Source: an optimization exercise on an open RTL-to-GDS flow (aim: small area and a short achievable clock period). Production flows keep margins and buffers that such runs may drop.
The RTL was checked by simulation tests, not by an equivalence proof against the original design.
Power and IR drop assume default switching activity.

JK:
// FIR
module FIR(Dout, Din, clk, reset);
output	[17:0]	Dout;
input 	[7:0] 	Din;
input 		clk, reset;
reg [7:0] h1, h2, h3, h4, h5, h6, h7;
reg [15:0] R;
wire s1, c1;
HA u1 (.a(h2[0]), .b(h4[0]), .s(s1), .co(c1));
wire s2, c2;
FA u2 (.a(h2[1]), .b(h4[1]), .c(c1), .s(s2), .co(c2));
wire s3, c3;
FA u3 (.a(h2[2]), .b(h4[2]), .c(c2), .s(s3), .co(c3));
wire s4, c4;
FA u4 (.a(h2[3]), .b(h4[3]), .c(c3), .s(s4), .co(c4));
wire s5, c5;
FA u5 (.a(h2[4]), .b(h4[4]), .c(c4), .s(s5), .co(c5));
wire s6, c6;
FA u6 (.a(h2[5]), .b(h4[5]), .c(c5), .s(s6), .co(c6));
wire s7, c7;
FA u7 (.a(h2[6]), .b(h4[6]), .c(c6), .s(s7), .co(c7));
wire s8, c8;
FA u8 (.a(h2[7]), .b(h4[7]), .c(c7), .s(s8), .co(c8));
wire s9, c9;
HA u9 (.a(s1), .b(h3[0]), .s(s9), .co(c9));
wire s10, c10;
FA u10 (.a(s2), .b(h3[1]), .c(c9), .s(s10), .co(c10));
wire s11, c11;
FA u11 (.a(s3), .b(h3[2]), .c(c10), .s(s11), .co(c11));
wire s12, c12;
FA u12 (.a(s4), .b(h3[3]), .c(c11), .s(s12), .co(c12));
wire s13, c13;
FA u13 (.a(s5), .b(h3[4]), .c(c12), .s(s13), .co(c13));
wire s14, c14;
FA u14 (.a(s6), .b(h3[5]), .c(c13), .s(s14), .co(c14));
wire s15, c15;
FA u15 (.a(s7), .b(h3[6]), .c(c14), .s(s15), .co(c15));
wire s16, c16;
FA u16 (.a(s8), .b(h3[7]), .c(c15), .s(s16), .co(c16));
wire s17, c17;
HA u17 (.a(c8), .b(c16), .s(s17), .co(c17));
wire s18, c18;
FA u18 (.a(h6[0]), .b(h7[0]), .c(Din[0]), .s(s18), .co(c18));
wire n19 = ~s1;
wire s20, c20;
FA u20 (.a(h6[1]), .b(h7[1]), .c(n19), .s(s20), .co(c20));
wire s21, c21;
FA u21 (.a(s20), .b(Din[1]), .c(c18), .s(s21), .co(c21));
wire n22 = ~h6[2];
wire s23, c23;
FA u23 (.a(h3[0]), .b(h7[2]), .c(n22), .s(s23), .co(c23));
wire n24 = ~s2;
wire s25, c25;
FA u25 (.a(s23), .b(n24), .c(c20), .s(s25), .co(c25));
wire s26, c26;
FA u26 (.a(s25), .b(Din[2]), .c(c21), .s(s26), .co(c26));
wire s27, c27;
FA u27 (.a(h6[3]), .b(h3[1]), .c(h7[3]), .s(s27), .co(c27));
wire s28, c28;
FA u28 (.a(h6[2]), .b(s27), .c(c23), .s(s28), .co(c28));
wire n29 = ~s28;
wire s30, c30;
FA u30 (.a(h7[0]), .b(n29), .c(s3), .s(s30), .co(c30));
wire n31 = ~s30;
wire s32, c32;
FA u32 (.a(c25), .b(n31), .c(Din[3]), .s(s32), .co(c32));
  ...
For scale: ~400 cells after synthesis, about 72 flip-flops, roughly 28 I/O pins.
Settings: LEC_CHECK=0, ABC_CLOCK_PERIOD_IN_PS=2000, CAP_MARGIN=20, CORE_MARGIN=2, CORE_UTILIZATION=65, SLEW_MARGIN=20, SYNTH_HIERARCHICAL=1; clock period 13.0 ns.
standard.sh (not shown) runs the stock make flow with config.mk's settings and CLKGATE_MAP_FILE= SYNTH_SCRIPT=/design/flow/synth_recipe.tcl, a recipe that flattens the netlist after the stock synthesis.
==> flow/flow/run.sh <==
#!/bin/bash
# Layout flow: the standard flow (standard.sh), with its standard synthesis
# unchanged, then the layout steps with a larger setup margin for repair_timing,
# faster port buffers and a smaller clock tree. Each step's full output goes to
# a log in this folder.
set -euo pipefail
bash standard.sh synth > log_synth.txt 2>&1
bash standard.sh SETUP_SLACK_MARGIN=5.7 \
  "BUFFER_PORTS_ARGS=-buffer_cell sky130_fd_sc_hd__buf_2" \
  "CTS_ARGS=-sink_clustering_enable -repair_clock_nets -dont_use_dummy_load -buf_list sky130_fd_sc_hd__clkbuf_8 -sink_clustering_size 36 -sink_clustering_max_diameter 100" \
  finish > log_layout.txt 2>&1
[inputs] MS vs JK
--- a/flow/flow/run.sh
+++ b/flow/flow/run.sh
@@ -8 +8 @@
-bash standard.sh SETUP_SLACK_MARGIN=5.7 \
+bash standard.sh SETUP_SLACK_MARGIN=5.5 \
@@ -10 +10 @@
-  "CTS_ARGS=-sink_clustering_enable -repair_clock_nets -dont_use_dummy_load -buf_list sky130_fd_sc_hd__clkbuf_8 -sink_clustering_size 36 -sink_clustering_max_diameter 100" \
+  "CTS_ARGS=-sink_clustering_enable -repair_clock_nets -dont_use_dummy_load -buf_list sky130_fd_sc_hd__clkbuf_8 -sink_clustering_size 72 -sink_clustering_max_diameter 1000 -sink_clustering_levels 1" \
[summary]
MS reached the final stage; the timing, design-rule and antenna checks on its layout passed. MS against JK: internal power shrank by about 2.8%; buffer share of cell area went down; total length of routed met2 wires -about 0.8%. Final critical path time including I/O delays and setup was higher in MS than in JK.
--- input diff MS..AL ---
--- a/flow/flow/run.sh
+++ b/flow/flow/run.sh
@@ -10 +10 @@
-  "CTS_ARGS=-sink_clustering_enable -repair_clock_nets -dont_use_dummy_load -buf_list sky130_fd_sc_hd__clkbuf_8 -sink_clustering_size 72 -sink_clustering_max_diameter 1000 -sink_clustering_levels 1" \
+  "CTS_ARGS=-sink_clustering_enable -repair_clock_nets -dont_use_dummy_load -buf_list sky130_fd_sc_hd__clkbuf_8 -sink_clustering_size 36 -sink_clustering_max_diameter 100" \
==> comparison <==
AL ran to completion and came out clean on the timing, design-rule and antenna checks.
[compare] base=MS new=AL: final non-filler cell area barely changed, number of flops mapped to enable cells by yosys held.
As far as starting density of the core goes, AL and MS are indistinguishable; the numbers are identical.
Diff AL..MS | relative contribution of the clock network to total power | negligible
Inputs modified between AL and TR:
Settings: changing CORE_UTILIZATION from 65 to 75.
==> run notes <==
The source of the critical timing path comes out Din[4] in one run and Din[1] in the other, namely in TR and AL respectively. Die area | TR < AL. TR vs. AL: via count saw an increase, number of non-clock inverters in the layout neither gained nor lost much, standard cell core area lower.

static timing again, ports no longer ideal:
How much do the figures lean on ideal ports? The routed layouts below were timed once more, with nothing changed but the port constraints.
Step 1 sets driving cells, clkbuf_16 on the clock port and buf_2 on the other inputs (assumed; they add their load-dependent delay and slew).
Step 2 adds t to the input delays and takes it off the output delays; t is the mean of the earliest and latest rising clock arrival at the registers after step 1. Input paths then give back, and output paths get back, about the clock's delay inside the block.
Slacks: ideal ports / drivers / drivers and shift; pairs: ideal ports / drivers.
run | t, ns | setup WS [ns] | hold slack, ns | worst setup path at the end | clock arrival spread, ns
JK | 0.356 | 5.786 / 5.764 / 5.764 | 0.386 / 0.386 / 0.386 | input to output | 0.044 / 0.044
MS | 0.356 | 5.649 / 5.626 / 5.626 | 0.387 / 0.387 / 0.387 | input to output | 0.044 / 0.044
AL | 0.356 | 5.649 / 5.626 / 5.626 | 0.387 / 0.387 / 0.387 | input to output | 0.044 / 0.044
TR | 0.363 | 5.639 / 5.619 / 5.619 | 0.400 / 0.400 / 0.400 | input to output | 0.037 / 0.038
After both steps every run listed still meets setup and hold.
